This design comes from an exercise in tuning for small area and a short achievable clock period on the open sky130 flow, not from production work. Where RTL was checked, it was by simulation tests only, not by an equivalence proof against the original. No functional check of the RTL was part of runs 6 to 8. In every run shown here, the design's own scripts or RTL, not TritonCTS, make the clock network. The clock input has no modelled driver; a real chip could not lean on it and would need a root buffer or a full tree. Power is estimated from default activity; no workload was simulated.

==> design/flow/design.v <==
module cmpshift(clk,a,b,ge_m,lt_x,ex,mx,my,sg,sx);
input clk;
input [31:0] a,b;
input ge_m,lt_x;
output reg [7:0] ex;
output reg [22:0] mx;
output reg [23:0] my;
output reg sg,sx;
wire [7:0] e1 = a[30:23];
wire [7:0] e2 = b[30:23];
wire [7:0] emax = lt_x ? e2 : e1;
wire [7:0] emin = lt_x ? e1 : e2;
wire [7:0] diff = emax - emin;
wire [23:0] ms = ge_m ? {1'b1,b[22:0]} : {1'b1,a[22:0]};
wire big = (|diff[7:5]) | (diff[4] & diff[3]);
wire [23:0] sh = ms >> diff[4:0];
always @(posedge clk) begin
  ex <= emax + 8'h81;
  mx <= lt_x ? b[22:0] : a[22:0];
  my <= big ? 24'd0 : sh;
  sg <= lt_x ? b[31] : a[31];
  sx <= a[31] ^ b[31];
end
endmodule
module faddsub(clk,ex,mx,my,sg,sx,t,ex_o,sg_o);
input clk;
input [7:0] ex;
input [22:0] mx;
input [23:0] my;
input sg,sx;
output reg [23:0] t;
output reg [7:0] ex_o;
output reg sg_o;
wire [24:0] sum = {2'b01,mx} + {1'b0,my};
wire neg = sum[24] & sx;
reg [24:0] low;
integer i;
always @* begin
  low[0] = 1'b0;
  for (i = 1; i < 25; i = i + 1)
    low[i] = low[i-1] | sum[i-1];
end
wire [24:0] m = sum ^ ({25{neg}} & low);
always @(posedge clk) begin
  t <= m[24:1];
  ex_o <= ex;
  sg_o <= sg ^ neg;
end
endmodule
module buffer2(clk,t,ex,sg,q);
input clk;
input [23:0] t;
input [7:0] ex;
input sg;
output reg [31:0] q;
wire [7:0] h = t[23:16];
wire [2:0] lz;
assign lz[2] = ~|h[7:4];
assign lz[1] = lz[2] ? ~|h[3:2] : ~|h[7:6];
assign lz[0] = lz[2] ? (lz[1] ? ~h[1] : ~h[3]) : (lz[1] ? ~h[5] : ~h[7]);
wire [23:0] tn = t << lz;
always @(posedge clk)
  q <= {sg, ex - {5'd0,lz}, tn[22:0]};
endmodule
module normalized(clk,t,ex,sg,t_o,ex_o,sg_o);
input clk;
input [23:0] t;
input [7:0] ex;
input sg;
output reg [23:0] t_o;
output reg [7:0] ex_o;
output reg sg_o;
wire z16 = ~|t[23:8];
wire [23:0] t1 = z16 ? {t[7:0],16'd0} : t;
wire z8 = ~|t1[23:16];
wire [23:0] t2 = z8 ? {t1[15:0],8'd0} : t1;
always @(posedge clk) begin
  t_o <= t2;
  ex_o <= {ex[7:3] - {3'd0,z16,z8}, ex[2:0]};
  sg_o <= sg;
end
endmodule
module fpadd(a,b,clk,out);
input [31:0] a,b;
input clk;
output [31:0] out;
reg [31:0] ra, rb;
reg ge_m, lt_x;
always @(posedge clk) begin
  ra <= a;
  rb <= b;
  ge_m <= a[30:23] >= b[30:23];
  lt_x <= a[30:23] < b[30:23];
end
wire [7:0] ex2;
wire [22:0] mx2;
wire [23:0] my2;
wire sg2, sx2;
cmpshift u_cmp(.clk(clk), .a(ra), .b(rb), .ge_m(ge_m), .lt_x(lt_x), .ex(ex2), .mx(mx2), .my(my2), .sg(sg2), .sx(sx2));
wire [23:0] t3;
wire [7:0] ex3;
wire sg3;
faddsub u_add(.clk(clk), .ex(ex2), .mx(mx2), .my(my2), .sg(sg2), .sx(sx2), .t(t3), .ex_o(ex3), .sg_o(sg3));
wire [23:0] t4;
wire [7:0] ex4;
wire sg4;
normalized u_norm(.clk(clk), .t(t3), .ex(ex3), .sg(sg3), .t_o(t4), .ex_o(ex4), .sg_o(sg4));
buffer2 u_out(.clk(clk), .t(t4), .ex(ex4), .sg(sg4), .q(out));
endmodule
==> design/flow/flow/run.sh <==
#!/bin/bash
# Standard ORFS layout with three changes: plain buffers (not delay cells)
# on the ports (flow/place_hook.tcl); a two-level inverter clock tree in
# place of TritonCTS (flow/cts_hook.tcl); and timing repair asked to leave
# more setup slack than the clock needs, so that it buffers and sizes the
# slowest paths.
set -euo pipefail
here=$(pwd)
export PRE_GLOBAL_PLACE_TCL=$here/flow/place_hook.tcl
export SETUP_SLACK_MARGIN=9.6
export PRE_CTS_TCL=$here/flow/cts_hook.tcl
export MANTREE_LEAVES=10
bash standard.sh > standard.log 2>&1
==> design/flow/flow/cts_hook.tcl <==
# Sourced by ORFS's cts.tcl before it builds the clock tree: replaces
# TritonCTS with a two-level inverter tree (mantree.tcl), which has less
# insertion delay on a design this small.
source [file join [file dirname [info script]] mantree.tcl]
rename clock_tree_synthesis _tritoncts
proc clock_tree_synthesis {args} {
  mantree_build $::env(MANTREE_LEAVES) sky130_fd_sc_hd__clkinv_8 sky130_fd_sc_hd__clkinv_16
  global_connect
  set_propagated_clock [all_clocks]
}
==> design/flow/flow/mantree.tcl <==
# Build a two-level clock tree: one root buffer driving K leaf buffers,
# each leaf driving the flip-flops of one k-means cluster.
proc mantree_build {K leafcell rootcell} {
  set db [ord::get_db]
  set block [ord::get_db_block]
  set clknet [$block findNet clk]
  set sinks {}
  set xs {}; set ys {}
  foreach it [$clknet getITerms] {
    set inst [$it getInst]
    set bb [$inst getBBox]
    lappend sinks $it
    lappend xs [expr {([$bb xMin] + [$bb xMax]) / 2.0}]
    lappend ys [expr {([$bb yMin] + [$bb yMax]) / 2.0}]
  }
  set n [llength $sinks]
  # k-means, seeded by sorting along x then y in strips
  set idx [lsort -integer -command [list apply {{xs a b} {expr {[lindex $xs $a] < [lindex $xs $b] ? -1 : 1}}} $xs] [lrange [list_range $n] 0 end]]
  set cx {}; set cy {}
  for {set k 0} {$k < $K} {incr k} {
    set i [lindex $idx [expr {int(($k + 0.5) * $n / $K)}]]
    lappend cx [lindex $xs $i]; lappend cy [lindex $ys $i]
  }
  set cap [expr {int(ceil(1.0 * $n / $K)) + 2}]
  for {set iter 0} {$iter < 30} {incr iter} {
    # balanced assignment: greedy by distance with capacity
    set pairs {}
    for {set i 0} {$i < $n} {incr i} {
      for {set k 0} {$k < $K} {incr k} {
        set d [expr {abs([lindex $xs $i] - [lindex $cx $k]) + abs([lindex $ys $i] - [lindex $cy $k])}]
        lappend pairs [list $d $i $k]
      }
    }
    set pairs [lsort -real -index 0 $pairs]
    set asg [lrepeat $n -1]
    set cnt [lrepeat $K 0]
    foreach p $pairs {
      lassign $p d i k
      if {[lindex $asg $i] >= 0} continue
      if {[lindex $cnt $k] >= $cap} continue
      lset asg $i $k
      lset cnt $k [expr {[lindex $cnt $k] + 1}]
    }
    set sx [lrepeat $K 0.0]; set sy [lrepeat $K 0.0]
    for {set i 0} {$i < $n} {incr i} {
      set k [lindex $asg $i]
      lset sx $k [expr {[lindex $sx $k] + [lindex $xs $i]}]
      lset sy $k [expr {[lindex $sy $k] + [lindex $ys $i]}]
    }
    for {set k 0} {$k < $K} {incr k} {
      if {[lindex $cnt $k] > 0} {
        lset cx $k [expr {[lindex $sx $k] / [lindex $cnt $k]}]
        lset cy $k [expr {[lindex $sy $k] / [lindex $cnt $k]}]
      }
    }
  }
  set leafm [$db findMaster $leafcell]
  set rootm [$db findMaster $rootcell]
  # root at the centroid of the leaves
  set rx 0.0; set ry 0.0
  for {set k 0} {$k < $K} {incr k} { set rx [expr {$rx + [lindex $cx $k]}]; set ry [expr {$ry + [lindex $cy $k]}] }
  set rx [expr {int($rx / $K)}]; set ry [expr {int($ry / $K)}]
  set root [odb::dbInst_create $block $rootm "clkroot"]
  $root setLocation $rx $ry
  $root setPlacementStatus PLACED
  set rnet [odb::dbNet_create $block "clknet_root"]
  $rnet setSigType CLOCK
  set leafnets {}
  for {set k 0} {$k < $K} {incr k} {
    set b [odb::dbInst_create $block $leafm "clkleaf_$k"]
    $b setLocation [expr {int([lindex $cx $k])}] [expr {int([lindex $cy $k])}]
    $b setPlacementStatus PLACED
    set ln [odb::dbNet_create $block "clknet_leaf_$k"]
    $ln setSigType CLOCK
    [$b findITerm A] connect $rnet
    [mantree_out $b] connect $ln
    lappend leafnets $ln
  }
  for {set i 0} {$i < $n} {incr i} {
    set it [lindex $sinks $i]
    $it disconnect
    $it connect [lindex $leafnets [lindex $asg $i]]
  }
  [$root findITerm A] connect $clknet
  [mantree_out $root] connect $rnet
  puts "mantree: $n sinks, $K leaves, counts $cnt"
}
proc list_range {n} { set l {}; for {set i 0} {$i < $n} {incr i} { lappend l $i }; return $l }
proc mantree_out {inst} {
  set it [$inst findITerm X]
  if {$it eq "NULL" || $it eq ""} { set it [$inst findITerm Y] }
  return $it
}
==> design/flow/flow/place_hook.tcl <==
# Sourced by ORFS's global_place.tcl before it buffers the ports: inputs
# get the smallest buffer, outputs a buffer that drives the port load well.
rename buffer_ports _orfs_buffer_ports
proc buffer_ports {args} {
  _orfs_buffer_ports -inputs -buffer_cell sky130_fd_sc_hd__buf_1
  _orfs_buffer_ports -outputs -buffer_cell sky130_fd_sc_hd__buf_2
}
==> design/flow/standard.sh <==
#!/bin/bash
# synth_recipe.tcl (not shown) runs the flow's synth.tcl, then flattens the netlist and writes it again
# the make line also repeats each setting of config.mk as NAME=value (left out here)
make -C /OpenROAD-flow-scripts/flow DESIGN_CONFIG=/design/flow/config.mk WORK_HOME=/design/flow/orfs CLKGATE_MAP_FILE= SYNTH_SCRIPT=/design/flow/synth_recipe.tcl "${@:-finish}"
==> design/flow/config.mk <==
export PLATFORM = sky130hd
export DESIGN_NAME = fpadd
export DESIGN_NICKNAME = fpadd
export VERILOG_FILES = /design/flow/design.v
export SDC_FILE = /design/flow/constraint.sdc
export NUM_CORES = 4
export LEC_CHECK = 0
export ABC_AREA = 1
export CAP_MARGIN = 20
export CORE_MARGIN = 2
export CORE_UTILIZATION = 60
export PLACE_DENSITY = 0.8
export SLEW_MARGIN = 20
==> design/flow/constraint.sdc <==
create_clock -name core_clock -period 13.0 [get_ports {clk}]
set_input_delay 2.6000 -clock core_clock [delete_from_list [all_inputs] [get_ports {clk}]]
set_output_delay 2.6000 -clock core_clock [all_outputs]
set_load 0.01 [all_outputs]
==> results.cfg, run 1 <==
[run_status]
status = timing/DRC/antenna clean

[power_and_ir_drop]
cellLeakagePower_nw = 5.05
report.power.total_mw = 1.89
powerDensity_nw_per_um2 = 174
vdd.ir_drop.worst_uv = 129

[yosys]
ys_ff_latch = 221
postSynth.asyncResetShare_pct = 0
synth_area_per_cell_sq_um = 8.01
ys_warn_count = 5
synth_nets = 1345
synth_cells = 1233
ys_seq_area_share_pct = 44.8
yosysUniqueCellTypes = 53
synth_edf_count = 0
synth_area_sq_um = 9880
synth_ff_type = dfxtp_1

[place]
port_buffers = 96
dpl.hpwl_microns = 14700
dp_slack_ns = 8.77
gp_congestion = 0.955
place_area_sq_um = 10400
placed_cells = 1506

[grt]
grt_remaining_overflow = 0
antenna_found_initial = 0
grt_pass1_wl_microns = 31900
grt_pass1_vias = 7384
gr-usage-all-layers_pct = 21.2
grt_max_degree = 42

[timing]
maxSlewViolCount = 0
rsz0062_at_grt = no
worst_slew_pin_slew_ns = 0.627
timing.final.ws_setup_ns = 9.63
maxSlewHeadroom_pct = 57.8
timing.final.crit_share_pct = 26.0
whs_ns = 0.327
finClkSkew_ns = 0.0270
finalCriticalPeriod_ns = 3.37
fmax_mhz = 296
fin_tns_setup_ns = 0
hold_violations = 0
setup_viol = 0

[final_layout]
fill_cells = 1388
drive_above_1_share_pct = 9.41
multi_input_area_sq_um = 4910
fin_util_pct = 67.7
diodes = 0
syn_to_final_growth_pct = 9.59
final-seq-area_sq_um = 4430
stdcell_area_sq_um = 10800
nNetsFinal = 1421
stdcell_count = 1523

[detailed_routing]
drt_pass1_iterations = 6
post_drt_wl_per_cell_microns = 12.5
routed_via_density = 5.09
drc_errors = 0
final_antenna_net_count = 0
drtIter0Drc = 447
wirelength_microns = 19100
via_count = 7758

[die]
row_count = 46
die_w_microns = 132
core_area_sq_um = 16000
pin_count = 97
die_h_microns = 132
dieArea_sq_um = 17500
initial_core_util_pct = 61.7

[setup_path]
cp_slowest_cell = ha_4
crit_family = compound AO/OA/AOI/OAI gates
critical_path_required_ns = 13.18
cp.buffers_inverters = 2
cp-end-kind = register
crit_path_max_incr_delay_ns = 0.24
critPathMaxFanout = 2
start_kind = primary input
cp.arrival_ns = 3.55
critPathKind = in2reg
path_cells = clkbuf_2 -> inv_2 -> ha_4 -> a21oi_2 -> o21ai_2 -> nand2_1 -> o211a_1 -> o21ai_1

[flow_run]
maxCapViolCount = 0

[clocking]
clk_pin_slew_worst_paths_ns = 0.10
clk-insertion-delay-late_ns = 0.28

[min_path]
hold_path.class = reg2reg
-- synthesized netlist by cell type, types with 4 or more instances --
library cell | n | area [sq um]
o21a_1 | 4 | 30.0
a211oi_1 | 6 | 45.0
clkinv_1 | 5 | 18.8
clkbuf_1 | 38 | 143
xnor2_1 | 22 | 193
nand2_1 | 290 | 1090
ha_1 | 43 | 538
or2_2 | 6 | 37.5
nor2_1 | 73 | 274
a21oi_1 | 50 | 250
inv_1 | 125 | 469
a31oi_1 | 4 | 25.0
fa_1 | 4 | 80.1
nand2_2 | 6 | 37.5
o21ai_0 | 151 | 756
mux2i_1 | 35 | 350
nor2_4 | 5 | 56.3
nand4_1 | 8 | 50.1
xor2_1 | 35 | 307
o21bai_1 | 4 | 30.0
o21ai_1 | 4 | 20.0
nor3_1 | 16 | 80.1
nand3_1 | 28 | 140
dfxtp_1 | 221 | 4420
-- final timing paths --
check / from / endpoint / slack [ns] / cells past startpoint
setup / recovery: b[26] / ge_m / 9.63 / 8
hold / removal: u_add.ex_o[1] / u_norm.ex_o[1] / 0.33 / 0
setup reg to reg: lt_x / u_cmp.my[22] / 9.86 / 13
hold reg to reg: u_add.ex_o[1] / u_norm.ex_o[1] / 0.33 / 0
-- layer usage --
metal  vias up  share of wire (%)  track usage, %
met1      3379                 42            24.6
met3        38                4.7            2.11
li1       4134                  -               -
met5         -                  0               0
met2       207                 50            40.4
met4         0                3.0            6.87
-- power by group --
part | total (mW) | switching, mW | leakage (nW) | internal [mW]
logic | 0.735 | 0.460 | 3.11 | 0.275
registers | 0.890 | 0.0653 | 1.85 | 0.825
clock network | 0.261 | 0.225 | 0.0803 | 0.0364
total | 1.89 | 0.750 | 5.05 | 1.14
-- layout by cell type, fill, tap and decap left out, types with 6 or more instances in the layout --
master	count
o21ai_0	146
nand2_1	283
nand2_2	12
nor3_1	15
clkinv_8	10
mux2i_1	35
xor2_1	34
inv_1	120
nand4_1	8
buf_1	62
buf_2	32
nor2_4	7
dfxtp_1	219
a21oi_1	48
buf_4	8
or2_2	6
o21ai_1	7
ha_1	39
xnor2_1	22
nor2_1	72
a211oi_1	6
nand3_1	28
-- sequential cells by signal, summed over array words and instances (netlist names), 8 cells and up --
name,flops
ra,32
rb,32
u_out.q,32
u_add.t,24
u_cmp.my,24
u_norm.t_o,24
u_cmp.mx,23
u_add.ex_o,8
u_cmp.ex,8
u_norm.ex_o,8
-- final cells by class --
class                   instances  area share [%]
multi-input cells             835            45.3
flip-flops and latches        221            40.9
inverters                     144            6.55
repair buffers                106            4.67
well taps                     216            2.50
repair inverters                1          0.0462
-- logic make-up (layout without fill, tap and decap cells) --
kind of cell	after synthesis	after routing	share of synthesized area (%)
compound gates	243	243	13.4
xor+xnor	59	59	5.50
fa+ha+maj	47	47	6.26
buf+inv	177	251	6.90
flops	221	221	44.8
mux	35	35	3.55
simple gates	451	451	19.7
-- timing repair --
action | CTS | global route
setup endpoints to repair | 32 | 50
cloned | 1 | 0
buffers inserted | 1 | 4
pin swaps | 0 | 7
hold buffers | 0 | 0
resized for setup | 9 | 28
==> run 2, diff against run 1 <==
--- a/design/flow/config.mk
+++ b/design/flow/config.mk
@@ -8,6 +8,6 @@
 export ABC_AREA = 1
 export CAP_MARGIN = 20
 export CORE_MARGIN = 2
-export CORE_UTILIZATION = 60
-export PLACE_DENSITY = 0.8
+export CORE_UTILIZATION = 50
+export PLACE_DENSITY = 0.6
 export SLEW_MARGIN = 20
==> results.cfg, run 2 <==
[setup_path]
crit_family = flip-flops
cp_slowest_cell = dfxtp_1
critPathMaxFanout = 1
cp-end-kind = output port
cp.buffers_inverters = 1
cp.arrival_ns = 0.75
critical_path_required_ns = 10.40
critPathKind = reg2out
start_kind = register
crit_path_max_incr_delay_ns = 0.34
regToRegSetupSlack_ns = 9.84
path_cells = buf_2

[yosys]
synth_commonest_cells = 290 x nand2_1, 221 x dfxtp_1, 151 x o21ai_0, 125 x inv_1, 73 x nor2_1
yosysUniqueCellTypes = 53
synth_cells = 1233
postSynth.asyncResetShare_pct = 0
ys_warn_count = 5
ys_ff_latch = 221
synth_nets = 1345
synth_ff_type = dfxtp_1
synth_top_area_share_pct = 44.8
synth_area_leaders = dfxtp_1 45%, nand2_1 11%, o21ai_0 7.6%, ha_1 5.4%, inv_1 4.7%
ys_seq_area_share_pct = 44.8
synth_area_per_cell_sq_um = 8.01
synth.most_common_cell = nand2_1
synth_area_sq_um = 9880
synth_edf_count = 0
synth_top_area_cell = dfxtp_1

[clocking]
clk-insertion-delay-late_ns = 0.29
clk_pin_slew_worst_paths_ns = 0.10
cts_hold_buf = 0

[detailed_routing]
drc_errors = 0
drt_pass1_iterations = 4
wirelength_microns = 20700
drtIter0Drc = 330
final_antenna_net_count = 0
post_drt_wl_per_cell_microns = 13.2
via_count = 7646
routed_via_density = 4.87

[die]
row_count = 51
dieArea_sq_um = 20900
die_h_microns = 145
initial_core_util_pct = 50.9
pin_count = 97
die_w_microns = 145
core_area_sq_um = 19400

[timing]
maxSlewHeadroom_pct = 52.5
timing.final.crit_share_pct = 25.7
fmax_mhz = 299
finClkSkew_ns = 0.0232
worst_slew_pin_slew_ns = 0.705
rsz0062_at_grt = no
setup_viol = 0
hold_violations = 0
maxSlewViolCount = 0
finalCriticalPeriod_ns = 3.35
timing.final.ws_setup_ns = 9.65
fin_tns_setup_ns = 0
whs_ns = 0.313

[grt]
antenna_found_initial = 0
grt_remaining_overflow = 0
gr-usage-all-layers_pct = 19.7
grt_pass1_vias = 7053
grt_max_degree = 42
grt_pass1_wl_microns = 33700

[power_and_ir_drop]
pwr-share-seq_pct = 47.1
swShare_pct = 40.2
report.power.total_mw = 1.89
switchingPower_uw = 761
powerDensity_nw_per_um2 = 175
vdd.ir_drop.worst_uv = 123
clkPwrFrac_pct = 14.1
power_frac_comb_pct = 38.9
cellLeakagePower_nw = 5.04
p_int_mw = 1.13

[place]
port_buffers = 96
gp_congestion = 0.870
dp_slack_ns = 8.80
dpl.hpwl_microns = 16300
placed_cells = 1555

[final_layout]
nNetsFinal = 1420
final_cell_mix = 285 x nand2_1, 220 x dfxtp_1, 148 x o21ai_0
reg.largest.list = ra: 32 flops, rb: 32 flops, u_out.q: 32 flops
stdcell_count = 1571
diodes = 0
syn_to_final_growth_pct = 9.45
layout_commonest_cell = nand2_1
fill_cells = 1922
drive_above_1_share_pct = 8.50

[flow_run]
maxCapViolCount = 0

[run_status]
status = timing/DRC/antenna clean

[min_path]
hold_path.class = reg2reg
==> run 2: routing by layer <==
layer	global-route usage (%)	vias to the layer above	wire, microns
met1	26.4	3398	9800
li1	-	4124	-
met4	3.12	0	366
met5	0	-	0
met2	35.5	104	9980
met3	1.59	20	591
==> run 2: cells by family after synthesis <==
| family | Yosys count | share of synthesized area, % |
|---|---|---|
| AO/OA/AOI/OAI | 243 | 13.4 |
| XOR/XNOR | 59 | 5.50 |
| adder cells (fa/ha/maj) | 47 | 6.26 |
| buffers and inverters | 177 | 6.90 |
| flip-flops | 221 | 44.8 |
| multiplexers | 35 | 3.55 |
| AND/OR/NAND/NOR | 451 | 19.7 |
==> run 2: final timing paths <==
path / start / endpoint / cells after the start
max: u_out.q[21] / out[21] / 1
min: u_cmp.ex[7] / u_add.ex_o[7] / 0
max reg2reg: lt_x / u_cmp.my[1] / 10
min reg2reg: u_cmp.ex[7] / u_add.ex_o[7] / 0
==> run 2: area by class of cell <==
type	count	area [sq um]	area share [%]
Multi-Input combinational cell	836	4850	44.9
Sequential cell	221	4430	41.0
Inverter	144	711	6.57
Timing Repair Buffer	103	480	4.44
Tap cell	265	332	3.07
Timing Repair inverter	2	10.0	0.0926
==> run 2: timing repair <==
action,CTS,global route
gates cloned,1,2
setup endpoints to repair,55,37
pin swaps,0,1
gates resized for setup,12,10
buffers inserted,1,1
==> run 2: power groups by stage <==
stage | registers, mW | clock network [mW] | logic [mW]
floorplan | 0.907 | 0 | 0.522
finish | 0.890 | 0.266 | 0.735
global placement | 0.913 | 0 | 0.716
global route | 0.908 | 0.305 | 0.836
CTS | 0.895 | 0.282 | 0.729
detailed placement | 0.913 | 0 | 0.717
==> run 2: stage by stage <==
stage / utilization (%) / area, sq um
finish: 55.7 / 10800
global route: 55.7 / 10800
CTS: 55.5 / 10800
detailed placement: 54.1 / 10500
global placement: 54.1 / 10500
floorplan: - / 9910
==> run 3, diff against run 2 <==
--- a/design/flow/config.mk
+++ b/design/flow/config.mk
@@ -8,6 +8,6 @@
 export ABC_AREA = 1
 export CAP_MARGIN = 20
 export CORE_MARGIN = 2
-export CORE_UTILIZATION = 50
-export PLACE_DENSITY = 0.6
+export CORE_UTILIZATION = 60
+export PLACE_DENSITY = 0.7
 export SLEW_MARGIN = 20
==> results.cfg, run 3 <==
[run_status]
status = timing/DRC/antenna clean

[timing]
maxSlewViolCount = 0
hold_violations = 0
maxSlewHeadroom_pct = 50.7
fmax_mhz = 300
finClkSkew_ns = 0.0256
timing.final.crit_share_pct = 25.7
whs_ns = 0.329
setup_viol = 0
fin_tns_setup_ns = 0
worst_slew_pin_slew_ns = 0.731
rsz0062_at_grt = no
finalCriticalPeriod_ns = 3.34
timing.final.ws_setup_ns = 9.66

[yosys]
synth_area_sq_um = 9880
synth_ff_type = dfxtp_1
synth_top_area_cell = dfxtp_1
synth_nets = 1345
yosysUniqueCellTypes = 53
synth_cells = 1233
synth_area_leaders = dfxtp_1 45%, nand2_1 11%, o21ai_0 7.6%, ha_1 5.4%, inv_1 4.7%
synth_commonest_cells = 290 x nand2_1, 221 x dfxtp_1, 151 x o21ai_0, 125 x inv_1, 73 x nor2_1
postSynth.asyncResetShare_pct = 0
synth_area_per_cell_sq_um = 8.01
synth.most_common_cell = nand2_1
ys_ff_latch = 221
ys_warn_count = 5
synth_edf_count = 0
ys_seq_area_share_pct = 44.8
synth_top_area_share_pct = 44.8

[grt]
gr-usage-all-layers_pct = 22.6
grt_pass1_vias = 7057
grt_remaining_overflow = 0
grt_max_degree = 42
grt_pass1_wl_microns = 33400
antenna_found_initial = 0

[final_layout]
syn_to_final_growth_pct = 9.09
stdcell_area_sq_um = 10800
reg.largest.list = ra: 32 flops, rb: 32 flops, u_out.q: 32 flops
diodes = 0
layout_commonest_cell = nand2_1
final-seq-area_sq_um = 4430
multi_input_area_sq_um = 4860
nNetsFinal = 1420
final_cell_mix = 284 x nand2_1, 219 x dfxtp_1, 145 x o21ai_0
fill_cells = 1439
drive_above_1_share_pct = 8.96

[power_and_ir_drop]
cellLeakagePower_nw = 5.06
switchingPower_uw = 765
p_int_mw = 1.13
powerDensity_nw_per_um2 = 176
swShare_pct = 40.3
power_frac_comb_pct = 39.0
clkPwrFrac_pct = 13.9
pwr-share-seq_pct = 47.1
vdd.ir_drop.worst_uv = 134

[setup_path]
regToRegSetupSlack_ns = 9.84
path_cells = buf_2
critical_path_required_ns = 10.40
critPathKind = reg2out
cp.buffers_inverters = 1
start_kind = register
crit_family = flip-flops
crit_path_max_incr_delay_ns = 0.33
cp_slowest_cell = dfxtp_2
cp.arrival_ns = 0.74
cp-end-kind = output port
critPathMaxFanout = 1

[place]
dpl.hpwl_microns = 16000
gp_congestion = 0.880
place_area_sq_um = 10400
dp_slack_ns = 8.61
port_buffers = 96

[detailed_routing]
routed_via_density = 5.09
drtIter0Drc = 424
via_count = 7751
wirelength_microns = 20700
drt_pass1_iterations = 5
final_antenna_net_count = 0
drc_errors = 0
post_drt_wl_per_cell_microns = 13.6

[die]
die_w_microns = 132
initial_core_util_pct = 61.7
die_h_microns = 132
core_area_sq_um = 16000
pin_count = 97
row_count = 46
dieArea_sq_um = 17500

[clocking]
clk_pin_slew_worst_paths_ns = 0.10
cts_hold_buf = 0
clk-insertion-delay-late_ns = 0.28

[min_path]
hold_path.class = reg2reg

[flow_run]
maxCapViolCount = 0
==> run 3: cell count changes in the layout (fill, tap and decap cells not counted), moves of 2 or more <==
cell	before	now
buf_1	64	62
o21ai_1	6	9
o21ai_0	148	145
buf_4	5	7
clkbuf_2	0	2
==> run 3: power by group through the flow <==
stage | combinational (mW) | sequential, mW | clock (mW)
4_1_cts | 0.728 | 0.897 | 0.275
6_report | 0.741 | 0.895 | 0.263
3_3_place_gp | 0.708 | 0.914 | 0
5_1_grt | 0.833 | 0.909 | 0.299
3_5_place_dp | 0.714 | 0.914 | 0
2_1_floorplan | 0.522 | 0.907 | 0
==> run 3: cell families (layout without fill, tap and decap cells) <==
logic type / Yosys count / in the layout / synth area share [%]
AND/OR/NAND/NOR: 451 / 451 / 19.7
AO/OA/AOI/OAI: 243 / 243 / 13.4
flip-flops: 221 / 221 / 44.8
buffers and inverters: 177 / 250 / 6.90
XOR/XNOR: 59 / 59 / 5.50
adder cells (fa/ha/maj): 47 / 47 / 6.26
multiplexers: 35 / 35 / 3.55
==> run 3: metrics by stage <==
stage / utilization [%] / power, mW / cells
detailed placement: 65.2 / 1.63 / 1504
CTS: 66.9 / 1.90 / 1519
finish: 67.4 / 1.90 / 1522
global route: 67.4 / 2.04 / 1522
floorplan: - / 1.43 / 1233
global placement: 65.2 / 1.62 / 1504
==> run 3: what timing repair did <==
| item | in CTS | in global routing |
|---|---|---|
| cloned | 1 | 0 |
| resized for setup | 19 | 13 |
| endpoints found under the setup margin | 56 | 50 |
| buffers inserted | 3 | 3 |
| pin swaps | 0 | 2 |
==> run 3: final timing paths <==
path,cells past startpoint,startpoint,end
setup / recovery,1,u_out.q[25],out[25]
setup reg to reg,11,lt_x,u_cmp.my[3]
hold / removal,0,u_add.ex_o[2],u_norm.ex_o[2]
hold reg to reg,0,u_add.ex_o[2],u_norm.ex_o[2]
==> run 3: final cells by class <==
cell class	instances	area share (%)
multi-input cells	835	45.1
inverters	144	6.65
repair buffers	105	4.62
well taps	216	2.51
flip-flops and latches	221	41.1
repair inverters	1	0.0464
==> run 3: routing by layer <==
layer  vias up  share of wire (%)  track usage, %  wire [microns]
met5         -                  0               0               0
met4         0                2.9            6.27             603
met3        37                4.2            2.73             878
met2       153                 46            38.7            9610
li1       4131                  -               -               -
met1      3430                 46            30.2            9590
==> run 4, diff against run 3 <==
--- a/design/flow/flow/run.sh
+++ b/design/flow/flow/run.sh
@@ -10,4 +10,5 @@
 export SETUP_SLACK_MARGIN=9.6
 export PRE_CTS_TCL=$here/flow/cts_hook.tcl
 export MANTREE_LEAVES=10
+export SKIP_LAST_GASP=1
 bash standard.sh > standard.log 2>&1
==> results.cfg, run 4 <==
[final_layout]
nNetsFinal = 1420
stdcell_count = 1522
multi_input_area_sq_um = 4860
fill_cells = 1439
final-seq-area_sq_um = 4430
final_cell_mix = 284 x nand2_1, 219 x dfxtp_1, 145 x o21ai_0
diodes = 0
layout_commonest_cell = nand2_1
reg.largest.list = ra: 32 flops, rb: 32 flops, u_out.q: 32 flops
syn_to_final_growth_pct = 9.09
drive_above_1_share_pct = 8.96

[setup_path]
cp.arrival_ns = 0.74
cp_slowest_cell = dfxtp_2
start_kind = register
regToRegSetupSlack_ns = 9.84
reg2regPathDepth = 11
critPathMaxFanout = 1
r2r_start = lt_x
critPathLaunch = u_out.q[25]
critPathKind = reg2out
critical_path_required_ns = 10.40
path_cells = buf_2
cp.buffers_inverters = 1
cp-end-kind = output port
worst_r2r_endpoint = u_cmp.my[3]
crit_family = flip-flops
crit_path_max_incr_delay_ns = 0.33

[power_and_ir_drop]
report.power.total_mw = 1.90
vdd.ir_drop.worst_uv = 134
cellLeakagePower_nw = 5.06
powerDensity_nw_per_um2 = 176

[min_path]
whs_endpoint = u_norm.ex_o[2]
hold_depth = 0
hold_path.class = reg2reg
hold_path_startpoint = u_add.ex_o[2]

[timing]
rsz0062_at_grt = no
fin_tns_setup_ns = 0
fmax_mhz = 300
finClkSkew_ns = 0.0256
timing.final.ws_setup_ns = 9.66
timing.final.crit_share_pct = 25.7
maxSlewHeadroom_pct = 50.7
whs_ns = 0.329
finalCriticalPeriod_ns = 3.34
hold_violations = 0
worst_slew_pin_slew_ns = 0.731
maxSlewViolCount = 0
setup_viol = 0

[yosys]
synth_area_per_cell_sq_um = 8.01
synth_top_area_share_pct = 44.8
synth-simple-area-share_pct = 19.7
synth_compound_area_share_pct = 13.4
synthAdderAreaFrac_pct = 6.26
yosysUniqueCellTypes = 53
synth_mux_area_share_pct = 3.55
synth_commonest_cells = 290 x nand2_1, 221 x dfxtp_1, 151 x o21ai_0, 125 x inv_1, 73 x nor2_1
ys_ff_latch = 221
synth_ff_type = dfxtp_1
ys_seq_area_share_pct = 44.8
synth.most_common_cell = nand2_1
synth_top_family_by_area = simple AND/OR/NAND/NOR gates
synth_nets = 1345
synth_cells = 1233
synth_area_sq_um = 9880
ys_warn_count = 5
synth_area_leaders = dfxtp_1 45%, nand2_1 11%, o21ai_0 7.6%, ha_1 5.4%, inv_1 4.7%
postSynth.asyncResetShare_pct = 0
synth_xor_area_share_pct = 5.50
synth_top_area_cell = dfxtp_1
synth_edf_count = 0

[grt]
antenna_found_initial = 0
grt_pass1_vias = 7057
grt_max_degree = 42
gr-usage-all-layers_pct = 22.6
grt_remaining_overflow = 0
grt_pass1_wl_microns = 33400

[clocking]
cts_hold_buf = 0
clk_pin_slew_worst_paths_ns = 0.10
clk-insertion-delay-late_ns = 0.28

[detailed_routing]
drt_pass1_iterations = 5
wirelength_microns = 20700
drc_errors = 0
post_drt_wl_per_cell_microns = 13.6
drtIter0Drc = 424
final_antenna_net_count = 0
routed_via_density = 5.09
via_count = 7751

[die]
die_h_microns = 132
row_count = 46
initial_core_util_pct = 61.7
die_w_microns = 132
dieArea_sq_um = 17500
pin_count = 97
core_area_sq_um = 16000

[place]
dp_slack_ns = 8.61
gp_congestion = 0.880
dpl.hpwl_microns = 16000
port_buffers = 96
placed_cells = 1504

[run_status]
status = timing/DRC/antenna clean

[flow_run]
maxCapViolCount = 0
-- run 4: worst max-delay path by stage --
stage                       end  slack, ns  depth (start not counted)
finish                  out[25]       9.66                          1
global route        u_add.t[23]       9.61                         18
CTS                     out[25]       9.62                          1
detailed placement  u_out.q[30]       8.61                         15
global placement    u_out.q[30]       8.77                         15
floorplan                  ge_m       9.62                          7
-- run 4: layer usage --
layer  GRT usage, %  share of wire (%)  up-vias
met3           2.73                4.2       37
met1           30.2                 46     3430
met2           38.7                 46      153
met4           6.27                2.9        0
li1               -                  -     4131
met5              0                  0        -
-- run 4: layout make-up --
class                           count  share of cell area (%)
Inverter                          144                    6.65
Timing Repair inverter              1                  0.0464
Sequential cell                   221                    41.1
Tap cell                          216                    2.51
Multi-Input combinational cell    835                    45.1
Timing Repair Buffer              105                    4.62
-- run 4: report_power, final --
group | switching (mW) | total, mW | internal (mW)
Sequential | 0.0697 | 0.895 | 0.825
Clock | 0.227 | 0.263 | 0.0364
Combinational | 0.468 | 0.741 | 0.272
-- run 4: cell families (layout without fill, tap and decap cells) --
| logic type | count (synthesis) | in the layout |
|---|---|---|
| DFF | 221 | 221 |
| AOI/OAI and AO/OA | 243 | 243 |
| and+or+nand+nor | 451 | 451 |
| adders and majority gates | 47 | 47 |
| muxes | 35 | 35 |
| xor gates and xnor gates | 59 | 59 |
| buffers and inverters | 177 | 250 |
-- run 4: stage by stage --
| stage | instance area [sq um] | utilization (%) |
|---|---|---|
| 2_1_floorplan | 9910 | - |
| 3_3_place_gp | 10400 | 65.2 |
| 3_5_place_dp | 10400 | 65.2 |
| 4_1_cts | 10700 | 66.9 |
| 5_1_grt | 10800 | 67.4 |
| 6_report | 10800 | 67.4 |
-- run 4: repair_timing --
action,in CTS,in global routing
pin swaps,0,2
buffers inserted,3,3
cloned,1,0
gates resized for setup,19,13
endpoints found under the setup margin,56,50
==> run 5, diff against run 4 <==
--- a/design/flow/flow/run.sh
+++ b/design/flow/flow/run.sh
@@ -10,5 +10,5 @@
 export SETUP_SLACK_MARGIN=9.6
 export PRE_CTS_TCL=$here/flow/cts_hook.tcl
 export MANTREE_LEAVES=10
-export SKIP_LAST_GASP=1
+export SKIP_GATE_CLONING=1
 bash standard.sh > standard.log 2>&1
==> results.cfg, run 5 <==
[final_layout]
final_cell_mix = 284 x nand2_1, 219 x dfxtp_1, 145 x o21ai_0
drive_above_1_share_pct = 8.96
reg.largest.list = ra: 32 flops, rb: 32 flops, u_out.q: 32 flops
syn_to_final_growth_pct = 9.09
diodes = 0
nNetsFinal = 1420
layout_commonest_cell = nand2_1
fill_cells = 1436

[die]
dieArea_sq_um = 17500
initial_core_util_pct = 61.7
die_w_microns = 132
pin_count = 97
core_area_sq_um = 16000
die_h_microns = 132
row_count = 46

[detailed_routing]
post_drt_wl_per_cell_microns = 13.6
via_count = 7750
wirelength_microns = 20600
final_antenna_net_count = 0
drt_pass1_iterations = 5
routed_via_density = 5.09
drtIter0Drc = 431
drc_errors = 0

[timing]
rsz0062_at_grt = no
maxSlewViolCount = 0
whs_ns = 0.328
finalCriticalPeriod_ns = 3.34
fmax_mhz = 300
finClkSkew_ns = 0.0264
fin_tns_setup_ns = 0
timing.final.crit_share_pct = 25.7
hold_violations = 0
worst_slew_pin_slew_ns = 0.724
setup_viol = 0
maxSlewHeadroom_pct = 51.2

[yosys]
ys_warn_count = 5
synth_compound_area_share_pct = 13.4
synth_area_leaders = dfxtp_1 45%, nand2_1 11%, o21ai_0 7.6%, ha_1 5.4%, inv_1 4.7%
yosysUniqueCellTypes = 53
synth_top_area_share_pct = 44.8
synth_edf_count = 0
synth_xor_area_share_pct = 5.50
synth_mux_area_share_pct = 3.55
ys_seq_area_share_pct = 44.8
synth_nets = 1345
synth_top_area_cell = dfxtp_1
synth_ff_type = dfxtp_1
ys_ff_latch = 221
synthAdderAreaFrac_pct = 6.26
synth_cells = 1233
synth.most_common_cell = nand2_1
synth_area_per_cell_sq_um = 8.01
synth_area_sq_um = 9880
synth-simple-area-share_pct = 19.7
synth_commonest_cells = 290 x nand2_1, 221 x dfxtp_1, 151 x o21ai_0, 125 x inv_1, 73 x nor2_1
postSynth.asyncResetShare_pct = 0
synth_top_family_by_area = simple AND/OR/NAND/NOR gates

[setup_path]
cp_slowest_cell = dfxtp_2
critPathMaxFanout = 1
critPathKind = reg2out
cp.buffers_inverters = 1
start_kind = register
path_cells = buf_2
crit_family = flip-flops
critical_path_required_ns = 10.40
cp.arrival_ns = 0.74
cp-end-kind = output port
crit_path_max_incr_delay_ns = 0.33

[place]
port_buffers = 96
gp_congestion = 0.880
dpl.hpwl_microns = 16000

[flow_run]
maxCapViolCount = 0

[power_and_ir_drop]
power_frac_comb_pct = 39.0
powerDensity_nw_per_um2 = 176
cellLeakagePower_nw = 5.06
p_int_mw = 1.13
vdd.ir_drop.worst_uv = 134
swShare_pct = 40.3
clkPwrFrac_pct = 13.8
switchingPower_uw = 765
pwr-share-seq_pct = 47.1

[min_path]
hold_path.class = reg2reg

[grt]
grt_pass1_vias = 7067
grt_remaining_overflow = 0
grt_pass1_wl_microns = 33400
gr-usage-all-layers_pct = 22.6
antenna_found_initial = 0
grt_max_degree = 42

[clocking]
clk-insertion-delay-late_ns = 0.28
cts_hold_buf = 0
clk_pin_slew_worst_paths_ns = 0.10

[run_status]
status = timing/DRC/antenna clean
==> run 5: cell type report <==
| class | count | area [sq um] | area share [%] |
|---|---|---|---|
| Inverter | 144 | 717 | 6.65 |
| Sequential cell | 221 | 4430 | 41.1 |
| Tap cell | 216 | 270 | 2.51 |
| Multi-Input combinational cell | 835 | 4860 | 45.1 |
| Timing Repair Buffer | 106 | 503 | 4.67 |
==> run 5: repair_timing <==
item / 4_1_cts / 5_1_grt
resized for setup: 19 / 13
buffers inserted: 4 / 3
pin swaps: 0 / 2
setup endpoints to repair: 56 / 52
cloned: 0 / 0
==> run 5: cell families (layout without fill, tap and decap cells) <==
| kind of cell | Yosys count | in the layout |
|---|---|---|
| xor+xnor | 59 | 59 |
| simple gates | 451 | 451 |
| mux | 35 | 35 |
| flops | 221 | 221 |
| fa+ha+maj | 47 | 47 |
| compound gates | 243 | 243 |
| buf+inv | 177 | 250 |
==> run 5: worst paths after layout <==
check,from,endpoint,slack (ns),depth (start not counted)
setup reg to reg,lt_x,u_cmp.my[3],9.85,11
hold reg to reg,u_add.ex_o[1],u_norm.ex_o[1],0.33,0
setup / recovery,u_out.q[25],out[25],9.66,1
hold / removal,u_add.ex_o[1],u_norm.ex_o[1],0.33,0
==> run 5: per-stage QoR <==
step	total power, mW	worst slack, ns	cells	utilization, %	instance area (sq um)
after detailed placement	1.63	8.61	1504	65.2	10400
after global placement	1.62	8.77	1504	65.2	10400
after floorplan	1.43	9.62	1233	-	9910
after global routing	2.04	9.61	1522	67.4	10800
final	1.90	9.66	1522	67.4	10800
after CTS	1.90	9.62	1519	66.9	10700
==> run 5: routing by layer <==
layer	vias up	part of all wire (%)	track usage, %
li1	4130	-	-
met4	0	2.8	6.27
met2	161	47	38.7
met5	-	0	0
met3	35	4.5	2.73
met1	3424	46	30.2
==> run 5: power by group through the flow <==
stage / logic [mW] / registers (mW) / clock network, mW
after detailed placement: 0.714 / 0.914 / 0
after global routing: 0.833 / 0.909 / 0.299
after CTS: 0.728 / 0.897 / 0.275
after floorplan: 0.522 / 0.907 / 0
after global placement: 0.708 / 0.914 / 0
final: 0.741 / 0.895 / 0.263
==> run 6, diff against run 5 <==
--- a/design/flow/design.v
+++ b/design/flow/design.v
@@ -13,11 +13,17 @@
 wire [7:0] diff = emax - emin;
 wire [23:0] ms = ge_m ? {1'b1,b[22:0]} : {1'b1,a[22:0]};
 wire big = (|diff[7:5]) | (diff[4] & diff[3]);
-wire [23:0] sh = ms >> diff[4:0];
+wire [23:0] s1 = diff[0] ? {1'd0, ms[23:1]} : ms;
+wire [23:0] s2 = diff[1] ? {2'd0, s1[23:2]} : s1;
+wire [23:0] s4 = diff[2] ? {4'd0, s2[23:4]} : s2;
+wire k0 = ~big & ~diff[4] & ~diff[3];
+wire k8 = ~big & diff[3];
+wire k16 = ~big & diff[4];
+wire [23:0] sh = ({24{k0}} & s4) | ({24{k8}} & {8'd0, s4[23:8]}) | ({24{k16}} & {16'd0, s4[23:16]});
 always @(posedge clk) begin
   ex <= emax + 8'h81;
   mx <= lt_x ? b[22:0] : a[22:0];
-  my <= big ? 24'd0 : sh;
+  my <= sh;
   sg <= lt_x ? b[31] : a[31];
   sx <= a[31] ^ b[31];
 end
@@ -58,9 +64,11 @@
 assign lz[2] = ~|h[7:4];
 assign lz[1] = lz[2] ? ~|h[3:2] : ~|h[7:6];
 assign lz[0] = lz[2] ? (lz[1] ? ~h[1] : ~h[3]) : (lz[1] ? ~h[5] : ~h[7]);
-wire [23:0] tn = t << lz;
+wire [22:0] t4 = lz[2] ? {t[18:0],4'd0} : t[22:0];
+wire [22:0] t6 = lz[1] ? {t4[20:0],2'd0} : t4;
+wire [22:0] t7 = lz[0] ? {t6[21:0],1'd0} : t6;
 always @(posedge clk)
-  q <= {sg, ex - {5'd0,lz}, tn[22:0]};
+  q <= {sg, ex - {5'd0,lz}, t7};
 endmodule
 module normalized(clk,t,ex,sg,t_o,ex_o,sg_o);
 input clk;
@@ -70,13 +78,13 @@
 output reg [23:0] t_o;
 output reg [7:0] ex_o;
 output reg sg_o;
-wire z16 = ~|t[23:8];
-wire [23:0] t1 = z16 ? {t[7:0],16'd0} : t;
-wire z8 = ~|t1[23:16];
-wire [23:0] t2 = z8 ? {t1[15:0],8'd0} : t1;
+wire k16 = ~|t[23:8];
+wire k0 = |t[23:16];
+wire k8 = ~k0 & ~k16;
+wire [23:0] t2 = ({24{k0}} & t) | ({24{k8}} & {t[15:0],8'd0}) | ({24{k16}} & {t[7:0],16'd0});
 always @(posedge clk) begin
   t_o <= t2;
-  ex_o <= {ex[7:3] - {3'd0,z16,z8}, ex[2:0]};
+  ex_o <= {ex[7:3] - {3'd0,k16,k8}, ex[2:0]};
   sg_o <= sg;
 end
 endmodule
--- a/design/flow/flow/run.sh
+++ b/design/flow/flow/run.sh
@@ -10,5 +10,4 @@
 export SETUP_SLACK_MARGIN=9.6
 export PRE_CTS_TCL=$here/flow/cts_hook.tcl
 export MANTREE_LEAVES=10
-export SKIP_GATE_CLONING=1
 bash standard.sh > standard.log 2>&1
==> results.cfg, run 6 <==
[timing]
maxSlewHeadroom_pct = 39.8
fin_tns_setup_ns = 0
setup_viol = 0
worst_slew_pin_slew_ns = 0.903
finClkSkew_ns = 0.0202
timing.final.crit_share_pct = 25.6
fmax_mhz = 300
maxSlewViolCount = 0
hold_violations = 0
finalCriticalPeriod_ns = 3.33
rsz0062_at_grt = no

[final_layout]
nNetsFinal = 1431
diodes = 0
layout_commonest_cell = nand2_1
drive_above_1_share_pct = 10.3
final_cell_mix = 286 x nand2_1, 219 x dfxtp_1, 149 x inv_1
syn_to_final_growth_pct = 10.8
fill_cells = 1393
fin_util_pct = 68.2
reg.largest.list = ra: 32 flops, rb: 32 flops, u_out.q: 32 flops

[yosys]
synth_mux_area_share_pct = 3.28
synth_top_area_share_pct = 45.3
synth_nets = 1336
yosysUniqueCellTypes = 46
postSynth.asyncResetShare_pct = 0
synthAdderAreaFrac_pct = 6.32
synth_commonest_cells = 286 x nand2_1, 221 x dfxtp_1, 157 x inv_1, 153 x o21ai_0, 75 x nor2_1
synth_top_family_by_area = simple AND/OR/NAND/NOR gates
ys_warn_count = 5
synth_compound_area_share_pct = 12.2
synth_area_leaders = dfxtp_1 45%, nand2_1 11%, o21ai_0 7.8%, inv_1 6.0%, ha_1 5.5%
ys_seq_area_share_pct = 45.3
synth_xor_area_share_pct = 5.38
synth_edf_count = 0
synth_ff_type = dfxtp_1
synth.most_common_cell = nand2_1
synth-simple-area-share_pct = 19.8
synth_area_per_cell_sq_um = 7.98
synth_area_sq_um = 9770
synth_cells = 1224
synth_top_area_cell = dfxtp_1
ys_ff_latch = 221

[flow_run]
maxCapViolCount = 0

[clocking]
cts_hold_buf = 0
clk-insertion-delay-late_ns = 0.28
clk_pin_slew_worst_paths_ns = 0.09

[grt]
use_met1_pct = 32.1
grt_pass1_vias = 7054
grt_remaining_overflow = 0
grtUsageMet2_pct = 39.6
grt_most_used_layer = met2
antenna_found_initial = 1
grt_max_degree = 43
grt_pass1_wl_microns = 33400
gr-usage-all-layers_pct = 23.0
gr-usage-met3_pct = 1.81

[detailed_routing]
drt_pass1_iterations = 6
wirelength_microns = 20500
final_antenna_net_count = 0
drtIter0Drc = 520
drc_errors = 0
post_drt_wl_per_cell_microns = 13.4
routed_via_density = 5.02
via_count = 7697

[place]
dpl.hpwl_microns = 15900
port_buffers = 96
gp_congestion = 0.940

[die]
pin_count = 97
initial_core_util_pct = 61.5
dieArea_sq_um = 17300
die_h_microns = 132
die_w_microns = 132
row_count = 46
core_area_sq_um = 15900

[power_and_ir_drop]
vdd.ir_drop.worst_uv = 119
cellLeakagePower_nw = 5.10
powerDensity_nw_per_um2 = 178

[setup_path]
regToRegSetupSlack_ns = 9.73
start_kind = primary input
worst_r2r_endpoint = u_cmp.my[6]
reg2regPathDepth = 21
critPathMaxFanout = 2
r2r_start = lt_x
worstSetupEndpoint = ge_m
critPathKind = in2reg
critical_path_required_ns = 13.16
critPathLaunch = b[24]
cp.arrival_ns = 3.50
cp-end-kind = register

[run_status]
status = timing/DRC/antenna clean

[min_path]
hold_path.class = reg2reg
## run 6: where the power goes
part           leakage (nW)  internal, mW  switching, mW
combinational          3.17         0.279          0.475
clock                0.0803        0.0364          0.226
sequential             1.85         0.839         0.0723
## run 6: area by class of cell
class / count / area [sq um] / area share, %
inverter: 172 / 825 / 7.61
sequential: 221 / 4430 / 40.9
timing repair buffer: 115 / 567 / 5.23
multi-input combinational: 806 / 4720 / 43.6
timing repair inverter: 3 / 17.5 / 0.162
tap: 216 / 270 / 2.50
## run 6: repair_timing
item | CTS | global route
endpoints found under the hold margin | 0 | 0
cloned | 3 | 1
pin swaps | 2 | 4
buffers inserted | 8 | 10
resized for setup | 17 | 23
setup endpoints to repair | 45 | 34
## run 6: critical path, cell delays in order
cell,delay (ns)
buf_1,0.13
inv_2,0.06
ha_4,0.24
a21oi_2,0.11
o21ai_1,0.08
nand2_1,0.06
o211a_1,0.15
o21ai_1,0.07
## run 6: stage by stage
step / setup slack (ns) / instances / hold WS, ns / total power [mW] / instance area (sq um)
2_1_floorplan: 9.58 / 1224 / 0.310 / 1.44 / 9790
3_3_place_gp: 8.39 / 1500 / 0.310 / 1.64 / 10300
3_5_place_dp: 8.24 / 1500 / 0.312 / 1.64 / 10300
4_1_cts: 9.60 / 1522 / 0.325 / 1.92 / 10700
5_1_grt: 9.55 / 1533 / 0.326 / 2.07 / 10800
6_report: 9.67 / 1533 / 0.325 / 1.93 / 10800
## run 6: cells by family after synthesis
logic type	after synthesis
AOI/OAI and AO/OA	221
muxes	32
adders and majority gates	47
DFF	221
buffers and inverters	198
and+or+nand+nor	448
xor gates and xnor gates	57
## run 6: worst min path at each step
stage	start	endpoint	slack [ns]	depth (start not counted)
5_1_grt	u_cmp.ex[7]	u_add.ex_o[7]	0.33	0
4_1_cts	u_cmp.ex[7]	u_add.ex_o[7]	0.33	0
3_5_place_dp	u_add.ex_o[1]	u_norm.ex_o[1]	0.31	0
3_3_place_gp	u_add.ex_o[2]	u_norm.ex_o[2]	0.31	0
2_1_floorplan	u_cmp.ex[0]	u_add.ex_o[0]	0.31	0
6_report	u_cmp.ex[7]	u_add.ex_o[7]	0.32	0
## run 6: layer usage
metal  wire length (microns)  share of wire, %  vias to the layer above
met1                    9850                48                     3404
met5                       0                 0                        -
met2                    9390                46                      167
met4                     405               2.0                        0
li1                        -                 -                     4098
met3                     879               4.3                       28
==> run 7, diff against run 6 <==
--- a/design/flow/flow/run.sh
+++ b/design/flow/flow/run.sh
@@ -7,7 +7,7 @@
 set -euo pipefail
 here=$(pwd)
 export PRE_GLOBAL_PLACE_TCL=$here/flow/place_hook.tcl
-export SETUP_SLACK_MARGIN=9.6
+export SETUP_SLACK_MARGIN=9.65
 export PRE_CTS_TCL=$here/flow/cts_hook.tcl
 export MANTREE_LEAVES=10
 bash standard.sh > standard.log 2>&1
==> results.cfg, run 7 <==
[run_status]
status = timing/DRC/antenna clean

[final_layout]
fin_util_pct = 69.4
layout_commonest_cell = nand2_1
reg.largest.list = ra: 32 flops, rb: 32 flops, u_out.q: 32 flops
stdcell_area_sq_um = 11000
diodes = 0
nNetsFinal = 1437
stdcell_count = 1539
final_cell_mix = 283 x nand2_1, 217 x dfxtp_1, 144 x inv_1
drive_above_1_share_pct = 13.1
syn_to_final_growth_pct = 12.8

[timing]
timing.final.ws_setup_ns = 9.68
finClkSkew_ns = 0.0314
whs_ns = 0.327
fmax_mhz = 301
maxSlewViolCount = 0
worst_slew_pin_slew_ns = 0.882
setup_viol = 0
hold_violations = 0
fin_tns_setup_ns = 0
finalCriticalPeriod_ns = 3.32
timing.final.crit_share_pct = 25.6
rsz0062_at_grt = yes
maxSlewHeadroom_pct = 41.2

[yosys]
ys_seq_area_share_pct = 45.3
synth_nets = 1336
synth.most_common_cell = nand2_1
synth_area_sq_um = 9770
yosysUniqueCellTypes = 46
postSynth.asyncResetShare_pct = 0
synth_ff_type = dfxtp_1
synth_top_area_cell = dfxtp_1
synth_top_area_share_pct = 45.3
ys_warn_count = 5
synth_commonest_cells = 286 x nand2_1, 221 x dfxtp_1, 157 x inv_1, 153 x o21ai_0, 75 x nor2_1
synth_area_per_cell_sq_um = 7.98
synth_cells = 1224
synth_area_leaders = dfxtp_1 45%, nand2_1 11%, o21ai_0 7.8%, inv_1 6.0%, ha_1 5.5%
ys_ff_latch = 221
synth_edf_count = 0

[grt]
gr-usage-all-layers_pct = 23.2
grt_pass1_vias = 7321
antenna_found_initial = 0
grt_remaining_overflow = 0
grt_pass1_wl_microns = 33900
grt_max_degree = 43

[setup_path]
critPathKind = reg2out
cp_slowest_cell = dfxtp_2
start_kind = register
cp.buffers_inverters = 1
path_cells = buf_6
cp.arrival_ns = 0.72
critical_path_required_ns = 10.40
crit_family = flip-flops
cp-end-kind = output port
crit_path_max_incr_delay_ns = 0.34
critPathMaxFanout = 1

[place]
port_buffers = 96
gp_congestion = 0.938
place_area_sq_um = 10400
placed_cells = 1501
dp_slack_ns = 8.21
dpl.hpwl_microns = 15900

[min_path]
hold_path.class = reg2reg

[power_and_ir_drop]
report.power.total_mw = 1.94
vdd.ir_drop.worst_uv = 133
cellLeakagePower_nw = 5.16
powerDensity_nw_per_um2 = 176

[die]
pin_count = 97
dieArea_sq_um = 17300
row_count = 46
initial_core_util_pct = 61.5
die_h_microns = 132
die_w_microns = 132
core_area_sq_um = 15900

[detailed_routing]
post_drt_wl_per_cell_microns = 13.4
drtIter0Drc = 479
final_antenna_net_count = 0
via_count = 7847
drc_errors = 0
routed_via_density = 5.10
wirelength_microns = 20600
drt_pass1_iterations = 5

[clocking]
clk-insertion-delay-late_ns = 0.28
clk_pin_slew_worst_paths_ns = 0.09

[flow_run]
maxCapViolCount = 0
-- run 7: kinds of logic (layout without fill, tap and decap cells) --
group	after synthesis	count (layout)	synth area share [%]
flops	221	221	45.3
simple gates	448	449	19.8
xor+xnor	57	57	5.38
buf+inv	198	296	7.73
fa+ha+maj	47	47	6.32
mux	32	32	3.28
compound gates	221	221	12.2
-- run 7: cell type report --
type | count | area, sq um
multi-input combinational | 806 | 4820
timing repair buffer | 122 | 656
sequential | 221 | 4430
tap | 216 | 270
inverter | 172 | 836
timing repair inverter | 2 | 10.0
fill | 1380 | 4870
-- run 7: worst register-to-register path: cells and delay by family (launching register included) --
kind,cells,cell delay [ns]
buffers and inverters,1,0.06
adders and majority gates,2,0.69
DFF,1,0.34
and+or+nand+nor,15,2.01
-- run 7: power breakdown --
part	total [mW]	internal, mW	switching, mW
Sequential	0.907	0.840	0.0674
Combinational	0.769	0.290	0.479
Clock	0.259	0.0364	0.223
Total	1.94	1.17	0.769
-- run 7: final timing paths --
| path | start | end | slack, ns | cells past startpoint |
|---|---|---|---|---|
| setup / recovery | u_out.q[5] | out[5] | 9.68 | 1 |
| hold / removal | u_cmp.ex[3] | u_add.ex_o[3] | 0.33 | 0 |
| setup reg to reg | u_cmp.my[0] | u_add.t[23] | 9.87 | 18 |
| hold reg to reg | u_cmp.ex[3] | u_add.ex_o[3] | 0.33 | 0 |
-- run 7: metal layers --
layer  vias up  GRT usage (%)  routed length [microns]
met5         -              0                        0
met4         0           4.95                      462
met3        29           2.28                      783
met2       164           40.3                     9760
met1      3540           31.3                     9550
li1       4114              -                        -
-- run 7: timing repair --
action | in CTS | in global routing
endpoints found under the setup margin | 49 | 41
endpoints found under the hold margin | 0 | 0
hold buffers | 0 | 0
gates resized for setup | 23 | 59
gates cloned | 3 | 0
pin swaps | 2 | 14
buffers inserted | 6 | 18
==> run 8, diff against run 7 <==
--- a/design/flow/flow/run.sh
+++ b/design/flow/flow/run.sh
@@ -7,7 +7,7 @@
 set -euo pipefail
 here=$(pwd)
 export PRE_GLOBAL_PLACE_TCL=$here/flow/place_hook.tcl
-export SETUP_SLACK_MARGIN=9.65
+export SETUP_SLACK_MARGIN=9.55
 export PRE_CTS_TCL=$here/flow/cts_hook.tcl
 export MANTREE_LEAVES=10
 bash standard.sh > standard.log 2>&1
==> results.cfg, run 8 <==
[run_status]
status = timing/DRC/antenna clean

[detailed_routing]
drt_pass1_iterations = 6
drtIter0Drc = 361
via_count = 7824
drc_errors = 0
final_antenna_net_count = 0
wirelength_microns = 20600
post_drt_wl_per_cell_microns = 13.4
routed_via_density = 5.09

[min_path]
whs_endpoint = u_norm.ex_o[0]
hold_path_startpoint = u_add.ex_o[0]
hold_depth = 0
hold_path.class = reg2reg

[yosys]
synth_area_per_cell_sq_um = 7.98
ys_warn_count = 5
synth.most_common_cell = nand2_1
synth_area_sq_um = 9770
synth-simple-area-share_pct = 19.8
synth_area_leaders = dfxtp_1 45%, nand2_1 11%, o21ai_0 7.8%, inv_1 6.0%, ha_1 5.5%
synth_top_area_cell = dfxtp_1
ys_seq_area_share_pct = 45.3
synth_top_area_share_pct = 45.3
yosysUniqueCellTypes = 46
synth_commonest_cells = 286 x nand2_1, 221 x dfxtp_1, 157 x inv_1, 153 x o21ai_0, 75 x nor2_1
synth_cells = 1224
ys_ff_latch = 221
synth_top_family_by_area = simple AND/OR/NAND/NOR gates
postSynth.asyncResetShare_pct = 0
synthAdderAreaFrac_pct = 6.32
synth_nets = 1336
synth_xor_area_share_pct = 5.38
synth_ff_type = dfxtp_1
synth_compound_area_share_pct = 12.2
synth_mux_area_share_pct = 3.28
synth_edf_count = 0

[place]
dpl.hpwl_microns = 15800
port_buffers = 96
dp_slack_ns = 8.55
gp_congestion = 0.859

[final_layout]
reg.largest.list = ra: 32 flops, rb: 32 flops, u_out.q: 32 flops
diodes = 0
drive_above_1_share_pct = 11.1
multi_input_area_sq_um = 4730
nNetsFinal = 1435
final_cell_mix = 285 x nand2_1, 220 x dfxtp_1, 148 x inv_1
final-seq-area_sq_um = 4430
fill_cells = 1428
syn_to_final_growth_pct = 11.5
layout_commonest_cell = nand2_1

[power_and_ir_drop]
swShare_pct = 39.8
vdd.ir_drop.worst_uv = 144
report.power.total_mw = 1.93
p_int_mw = 1.16
pwr-share-seq_pct = 46.6
switchingPower_uw = 771
clkPwrFrac_pct = 13.5
power_frac_comb_pct = 39.9
cellLeakagePower_nw = 5.15
powerDensity_nw_per_um2 = 177

[die]
dieArea_sq_um = 17300
core_area_sq_um = 15900
row_count = 46
initial_core_util_pct = 61.5
die_h_microns = 132
die_w_microns = 132
pin_count = 97

[setup_path]
critPathMaxFanout = 2
r2r_start = lt_x
cp.arrival_ns = 3.54
critical_path_required_ns = 13.17
worst_r2r_endpoint = u_cmp.my[21]
regToRegSetupSlack_ns = 9.73
start_kind = primary input
cp-end-kind = register
critPathKind = in2reg
reg2regPathDepth = 21

[timing]
finalCriticalPeriod_ns = 3.37
maxSlewViolCount = 0
fin_tns_setup_ns = 0
setup_viol = 0
timing.final.ws_setup_ns = 9.63
timing.final.crit_share_pct = 25.9
hold_violations = 0
worst_slew_pin_slew_ns = 0.666
whs_ns = 0.310
fmax_mhz = 297
rsz0062_at_grt = yes
finClkSkew_ns = 0.0237
maxSlewHeadroom_pct = 55.5

[clocking]
clk_pin_slew_worst_paths_ns = 0.10
cts_hold_buf = 0
clk-insertion-delay-late_ns = 0.28

[grt]
antenna_found_initial = 0
grt_max_degree = 43
grt_pass1_vias = 7259
grt_pass1_wl_microns = 33600
grt_remaining_overflow = 0
gr-usage-all-layers_pct = 23.2

[flow_run]
maxCapViolCount = 0
## run 8: metrics by stage
stage / utilization, % / instances / instance area, sq um
6_report: 68.6 / 1537 / 10900
2_1_floorplan: - / 1224 / 9770
4_1_cts: 67.9 / 1531 / 10800
5_1_grt: 68.6 / 1537 / 10900
3_5_place_dp: 65.0 / 1503 / 10300
3_3_place_gp: 65.0 / 1503 / 10300
## run 8: area by class of cell
type / count / area share, %
inverter: 172 / 7.54
timing repair inverter: 3 / 0.149
sequential: 221 / 40.6
tap: 216 / 2.48
timing repair buffer: 118 / 5.76
multi-input combinational: 807 / 43.4
## run 8: timing repair
item,CTS,global route
endpoints found under the setup margin,37,30
cloned,7,0
pin swaps,6,3
buffers inserted,10,6
gates resized for setup,26,31
## run 8: power groups by stage
| stage | combinational (mW) | clock (mW) | sequential [mW] |
|---|---|---|---|
| 6_report | 0.771 | 0.262 | 0.901 |
| 5_1_grt | 0.872 | 0.294 | 0.916 |
| 4_1_cts | 0.756 | 0.272 | 0.904 |
| 3_5_place_dp | 0.717 | 0 | 0.919 |
| 3_3_place_gp | 0.711 | 0 | 0.917 |
| 2_1_floorplan | 0.514 | 0 | 0.923 |
## run 8: worst max-delay path: stages
cell and delay [ns]:
buf_1 0.09, inv_1 0.05, ha_1 0.30, a21oi_2 0.13, o21ai_1 0.07, nand2_1 0.06
o211a_1 0.16, o21ai_0 0.09
## run 8: worst max path at each step
stage,start,slack (ns),end
floorplan,b[26],9.55,ge_m
global placement,lt_x,8.62,u_cmp.my[3]
detailed placement,lt_x,8.55,u_cmp.my[3]
CTS,lt_x,9.55,u_cmp.my[3]
global route,lt_x,9.50,u_cmp.my[3]
finish,b[24],9.63,ge_m
## run 8: cells by family after synthesis
family | Yosys count
muxes | 32
buffers and inverters | 198
AOI/OAI and AO/OA | 221
and+or+nand+nor | 448
xor gates and xnor gates | 57
adders and majority gates | 47
DFF | 221
## run 8: layer usage
metal / GRT usage (%) / share of wire [%]
met1: 30.3 / 45
met2: 40.7 / 48
met3: 2.58 / 4.0
met4: 6.10 / 2.8
met5: 0 / 0

## re-timing with driven ports
No port has a modelled driver above. Below, the same layouts with a new extraction and two added sets of constraints. Step 1 assumes that a clkbuf_16 drives the clock port and a buf_2 every other input. Step 2 adds t to the input delays and takes it off the output delays; t is the mean of the earliest and latest rising clock arrival at the registers after step 1. Input paths then give back, and output paths get back, about the clock's delay inside the block. Three values: ideal, step 1, step 2; two values: the first two.
| run | shift t [ns] | slack for setup (ns) | worst setup path after step 2 | latest minus earliest clock arrival (ns) | slew at the worst register clock pin (ns) |
|---|---|---|---|---|---|
| run 1 | 0.347 | 9.626 / 9.610 / 9.335 | input to register | 0.039 / 0.039 | 0.11 / 0.11 |
| run 2 | 0.353 | 9.653 / 9.577 / 9.387 | input to register | 0.023 / 0.023 | 0.10 / 0.10 |
| run 3 | 0.347 | 9.661 / 9.584 / 9.395 | input to register | 0.026 / 0.026 | 0.10 / 0.10 |
| run 4 | 0.347 | 9.661 / 9.584 / 9.395 | input to register | 0.026 / 0.026 | 0.10 / 0.10 |
| run 5 | 0.347 | 9.661 / 9.584 / 9.396 | input to register | 0.027 / 0.027 | 0.10 / 0.10 |
| run 6 | 0.347 | 9.666 / 9.592 / 9.374 | input to register | 0.021 / 0.021 | 0.10 / 0.10 |
| run 7 | 0.342 | 9.678 / 9.601 / 9.399 | input to register | 0.032 / 0.032 | 0.10 / 0.10 |
| run 8 | 0.347 | 9.631 / 9.578 / 9.330 | input to register | 0.024 / 0.024 | 0.10 / 0.10 |
After both steps every run listed still meets setup and hold. The setup slack of run 8, which loses most, moves by -0.053 ns with the drivers and by -0.301 ns with both steps.
